From an optimization exercise on the open Yosys and OpenROAD flow, aimed at small area, a short achievable clock period and few clock cycles; shortcuts taken in it are not production practice.
Function was checked by simulation only, so behaviour that the tests miss may differ from the original.
Power figures rest on the tool's default switching activity, not on a simulated workload.

==> flow/design.v <==
`timescale 1 ns/1 ns
module SAD(Go, A_Addr, A_Data, B_Addr, B_Data, C_Addr, I_RW, I_En, O_RW, O_En, Done, SAD_Out, Clk, Rst);
   input Go;
   input [7:0] A_Data, B_Data;
   output [14:0] A_Addr, B_Addr;
   output [6:0] C_Addr;
   output I_RW, I_En, O_RW;
   output reg O_En, Done;
   output [31:0] SAD_Out;
   input Clk, Rst;
   reg [7:0]  L;           
   reg [6:0]  H;           
   reg        H7;
   reg [7:0]  x1;
   reg        c1n;
   reg [15:0] Sum;
   reg        f2;          
   reg        l1, l2;      
   wire       busy = (|L) | (|H);
   wire       run = Go | busy;
   wire       lastpix = &L;
   wire       adv = run & lastpix;
   wire       fb = H[6] ^ H[5] ^ (H[5:0] == 6'd0);
   wire [7:0] ag = A_Data & ~B_Data;
   wire [7:0] ap = A_Data | ~B_Data;
   wire [7:0] ah = ~(A_Data ^ B_Data);
   wire n10, n32, q32, n54, q54, n76, q76;      
   wire g20, g30, g64, p64, g74, p74;           
   wire n40, n50, n60, n70;                     
   sad_g  #(4'b0001)   l1a(.gh(ag[1]), .ph(ap[1]), .gl(ag[0]), .g(n10));
   sad_gp #(6'b000011) l1b(.gh(ag[3]), .ph(ap[3]), .gl(ag[2]), .pl(ap[2]), .g(n32), .p(q32));
   sad_gp #(6'b000011) l1c(.gh(ag[5]), .ph(ap[5]), .gl(ag[4]), .pl(ap[4]), .g(n54), .p(q54));
   sad_gp #(6'b000011) l1d(.gh(ag[7]), .ph(ap[7]), .gl(ag[6]), .pl(ap[6]), .g(n76), .p(q76));
   sad_g  #(4'b0010)   l2a(.gh(ag[2]), .ph(ap[2]), .gl(n10), .g(g20));
   sad_g  #(4'b1110)   l2b(.gh(n32), .ph(q32), .gl(n10), .g(g30));
   sad_gp #(6'b001100) l2c(.gh(ag[6]), .ph(ap[6]), .gl(n54), .pl(q54), .g(g64), .p(p64));
   sad_gp #(6'b111100) l2d(.gh(n76), .ph(q76), .gl(n54), .pl(q54), .g(g74), .p(p74));
   sad_g  #(4'b0001)   l3a(.gh(ag[4]), .ph(ap[4]), .gl(g30), .g(n40));
   sad_g  #(4'b1101)   l3b(.gh(n54), .ph(q54), .gl(g30), .g(n50));
   sad_g  #(4'b0001)   l3c(.gh(g64), .ph(p64), .gl(g30), .g(n60));
   sad_g  #(4'b0001)   l3d(.gh(g74), .ph(p74), .gl(g30), .g(n70));
   wire [7:0] s;
   assign s[0] = ah[0];
   sad_x  u_s1(.a(ah[1]), .b(ag[0]), .y(s[1]));
   sad_xn u_s2(.a(ah[2]), .b(n10), .y(s[2]));
   sad_x  u_s3(.a(ah[3]), .b(g20), .y(s[3]));
   sad_x  u_s4(.a(ah[4]), .b(g30), .y(s[4]));
   sad_xn u_s5(.a(ah[5]), .b(n40), .y(s[5]));
   sad_xn u_s6(.a(ah[6]), .b(n50), .y(s[6]));
   sad_xn u_s7(.a(ah[7]), .b(n60), .y(s[7]));
   wire        c1 = ~c1n;
   wire [7:0]  x = x1 ^ {8{c1n}};
   wire [15:0] base = f2 ? 16'd0 : Sum;
   wire [7:0]  bg = base[7:0] & x;
   wire [7:0]  bp = base[7:0] | x;
   wire [7:0]  bh = base[7:0] ^ x;
   wire        bg0;
   sad_g u_b0(.gh(bg[0]), .ph(bp[0]), .gl(c1), .g(bg0));
   wire [7:0]  bc;         
   sad_pfx8 u_pb(.g({bg[7:1], bg0}), .p(bp), .c(bc));
   wire [7:0]  lo = bh ^ {bc[6:0], c1};
   wire [7:0]  hp;         
   assign hp[0] = 1'b1;
   genvar hi_i;
   generate
      for (hi_i = 1; hi_i < 8; hi_i = hi_i + 1) begin : hpg
         assign hp[hi_i] = &base[hi_i+7:8];
      end
   endgenerate
   wire [7:0]  hi = base[15:8] ^ (hp & {8{bc[7]}});
   assign A_Addr = {H, L};
   assign B_Addr = {H, L};
   assign C_Addr = {H7, H[6:1]};
   assign I_En = 1'b1;
   assign I_RW = 1'b0;
   assign O_RW = 1'b1;
   assign SAD_Out = {16'b0, Sum};
   always @(posedge Clk) begin
      if (Rst) begin
         L <= 8'd0;
         H <= 7'd0;
      end else begin
         L <= L + {7'd0, run};
         if (adv) H <= {H[5:0], fb};
      end
      if (adv) H7 <= H[6];
      l1 <= ~Rst & lastpix;
      x1 <= s;
      c1n <= n70;
      l2 <= ~Rst & l1;
      f2 <= (L == 8'd1);
      Sum <= {hi, lo};
      O_En <= ~Rst & l2;
      Done <= ~Rst & l2 & ~busy;
   end
endmodule
module sad_g(gh, ph, gl, g);
   parameter INV = 4'b0000;
   input gh, ph, gl;
   output g;
   wire igh = gh ^ INV[3];
   wire iph = ph ^ INV[2];
   wire igl = gl ^ INV[1];
   assign g = (igh | (iph & igl)) ^ INV[0];
endmodule
module sad_gp(gh, ph, gl, pl, g, p);
   parameter INV = 6'b000000;
   input gh, ph, gl, pl;
   output g, p;
   wire igh = gh ^ INV[5];
   wire iph = ph ^ INV[4];
   wire igl = gl ^ INV[3];
   wire ipl = pl ^ INV[2];
   assign g = (igh | (iph & igl)) ^ INV[1];
   assign p = (iph & ipl) ^ INV[0];
endmodule
module sad_x(a, b, y);
   input a, b;
   output y;
   assign y = a ^ b;
endmodule
module sad_xn(a, b, y);
   input a, b;
   output y;
   assign y = ~(a ^ b);
endmodule
module sad_pfx8(g, p, c);
   input [7:0] g, p;
   output [7:0] c;
   wire g10, g32, p32, g54, p54, g76, p76;
   wire g20, g30, g64, p64, g74, p74;
   sad_g  l1a(.gh(g[1]), .ph(p[1]), .gl(g[0]), .g(g10));
   sad_gp l1b(.gh(g[3]), .ph(p[3]), .gl(g[2]), .pl(p[2]), .g(g32), .p(p32));
   sad_gp l1c(.gh(g[5]), .ph(p[5]), .gl(g[4]), .pl(p[4]), .g(g54), .p(p54));
   sad_gp l1d(.gh(g[7]), .ph(p[7]), .gl(g[6]), .pl(p[6]), .g(g76), .p(p76));
   sad_g  l2a(.gh(g[2]), .ph(p[2]), .gl(g10), .g(g20));
   sad_g  l2b(.gh(g32), .ph(p32), .gl(g10), .g(g30));
   sad_gp l2c(.gh(g[6]), .ph(p[6]), .gl(g54), .pl(p54), .g(g64), .p(p64));
   sad_gp l2d(.gh(g76), .ph(p76), .gl(g54), .pl(p54), .g(g74), .p(p74));
   sad_g  l3a(.gh(g[4]), .ph(p[4]), .gl(g30), .g(c[4]));
   sad_g  l3b(.gh(g54), .ph(p54), .gl(g30), .g(c[5]));
   sad_g  l3c(.gh(g64), .ph(p64), .gl(g30), .g(c[6]));
   sad_g  l3d(.gh(g74), .ph(p74), .gl(g30), .g(c[7]));
   assign c[0] = g[0];
   assign c[1] = g10;
   assign c[2] = g20;
   assign c[3] = g30;
endmodule
export LEC_CHECK = 0
export CAP_MARGIN = 20
export CORE_MARGIN = 2
export CORE_UTILIZATION = 60
export SLEW_MARGIN = 20
export SYNTH_HIERARCHICAL = 1
export SYNTH_MINIMUM_KEEP_SIZE = 0
create_clock -name core_clock -period 8.0 [get_ports {Clk}]
standard.sh (not shown) runs the stock make flow with config.mk's settings and CLKGATE_MAP_FILE= SYNTH_SCRIPT=/design/flow/synth_recipe.tcl, a recipe that flattens the netlist after the stock synthesis.
==> flow/flow/run.sh <==
#!/bin/bash
# Standard layout with three changes: port buffers made of buf_1 cells
# instead of the delay buffers buffer_ports picks by default, adders left to
# ABC, no dummy loads added to the clock tree, and timing repair aimed 5.5 ns below the period.
set -euo pipefail
bash standard.sh \
  "BUFFER_PORTS_ARGS=-buffer_cell sky130_fd_sc_hd__buf_1" \
  ADDER_MAP_FILE= \
  "CTS_ARGS=-sink_clustering_enable -repair_clock_nets -dont_use_dummy_load" \
  SETUP_SLACK_MARGIN=5.5 \
  finish > make_finish.log 2>&1
The first run went through all stages and came out clean.
Testbench counts at the start, summed over its fixed seeds: cycles 393,246.
Rerun with:
--- a/flow/flow/run.sh
+++ b/flow/flow/run.sh
@@ -8,3 +8,3 @@
   ADDER_MAP_FILE= \
-  "CTS_ARGS=-sink_clustering_enable -repair_clock_nets -dont_use_dummy_load" \
+  "CTS_ARGS=-repair_clock_nets -dont_use_dummy_load -root_buf sky130_fd_sc_hd__clkbuf_16 -buf_list sky130_fd_sc_hd__clkbuf_16" \
   SETUP_SLACK_MARGIN=5.5 \
- CORE_UTILIZATION: 60 -> 45
Outcome: Design area went up by 1.6%; via count falls by 1.2%; clock-buffer cell count does not change; worst setup slack barely changes; sequential share of layout area falls by 1.2 points.
Rerun with:
==> flow/run.sh (new file) <==
#!/bin/bash
# synth_recipe.tcl (not shown) runs the flow's synth.tcl, then flattens the netlist and writes it again
# the make line also repeats each setting of config.mk as NAME=value (left out here)
make -C /OpenROAD-flow-scripts/flow DESIGN_CONFIG=/design/flow/config.mk WORK_HOME=/design/flow/orfs CLKGATE_MAP_FILE= SYNTH_SCRIPT=/design/flow/synth_recipe.tcl finish
- SETUP_SLACK_MARGIN: not set -> 5
removed: flow/flow/run.sh
removed: flow/standard.sh
Total power climbs by 9.2%. Final area rises by 23%. Cell count rises by 8.9%. Via count rose by 8.7%. Critical path depth stays the same. Global-route usage rises by 0.72 points. Setup slack is worse by 0.46 ns. Wire length increases by 9.7%. Clock-buffer cell count went up by 1. Clock power fell by 26%.
Rerun with:
==> flow/flow/run.sh (new file) <==
#!/bin/bash
# Standard layout with three changes: port buffers made of buf_1 cells
# instead of the delay buffers buffer_ports picks by default, adders left to
# ABC, no dummy loads added to the clock tree, and timing repair aimed 5.5 ns below the period.
set -euo pipefail
bash standard.sh \
  "BUFFER_PORTS_ARGS=-buffer_cell sky130_fd_sc_hd__buf_1" \
  ADDER_MAP_FILE= \
  "CTS_ARGS=-sink_clustering_enable -repair_clock_nets -dont_use_dummy_load" \
  SETUP_SLACK_MARGIN=5.5 \
  finish > make_finish.log 2>&1
==> flow/standard.sh (new file) <==
#!/bin/bash
# synth_recipe.tcl (not shown) runs the flow's synth.tcl, then flattens the netlist and writes it again
# the make line also repeats each setting of config.mk as NAME=value (left out here)
make -C /OpenROAD-flow-scripts/flow DESIGN_CONFIG=/design/flow/config.mk WORK_HOME=/design/flow/orfs CLKGATE_MAP_FILE= SYNTH_SCRIPT=/design/flow/synth_recipe.tcl "${@:-finish}"
- SETUP_SLACK_MARGIN: 5 -> not set
removed: flow/run.sh
Effect: The new run produced a clean layout; design area is lower by about a fifth; combinational power is lower by a quarter to a third; cell count is lower by a little under a tenth; worst setup slack improved by 0.46 ns; sequential power is lower by a few percent; non-clock buffer count is higher by 4; fmax is higher by about a fifth; core utilization is lower by 4.8 points; routed wire length is lower by a little under a tenth.

re-timing with driven ports:
In the flow no input, the clock included, has a driving cell. The finished layouts below were timed again as built, in two steps. Step 1 (the two cells are an assumption about what drives the block):
set clk [get_ports {Clk}]
set_driving_cell -lib_cell sky130_fd_sc_hd__clkbuf_16 $clk
set_driving_cell -lib_cell sky130_fd_sc_hd__buf_2 [delete_from_list [all_inputs] $clk]
Step 2 also shifts input and output timing later by t, the mid clock arrival at the registers, as if the neighbouring blocks saw the same clock. Three values: ideal ports, drivers, drivers and shift; two values: the first two.
| run | shift t [ns] | slack for setup (ns) | worst setup path at the end |
|---|---|---|---|
| the first run | 0.314 | 5.540 / 5.513 / 5.338 | input to register |
| the second run | 0.306 | 5.542 / 5.510 / 5.341 | input to register |
| the third run | 0.322 | 5.081 / 5.051 / 4.834 | input to register |
| the fourth run | 0.315 | 5.542 / 5.514 / 5.344 | input to register |
After both steps every run listed still meets setup and hold. For the third run, which loses most, drivers alone change the setup slack by -0.030 ns; drivers and shift together by -0.247 ns.
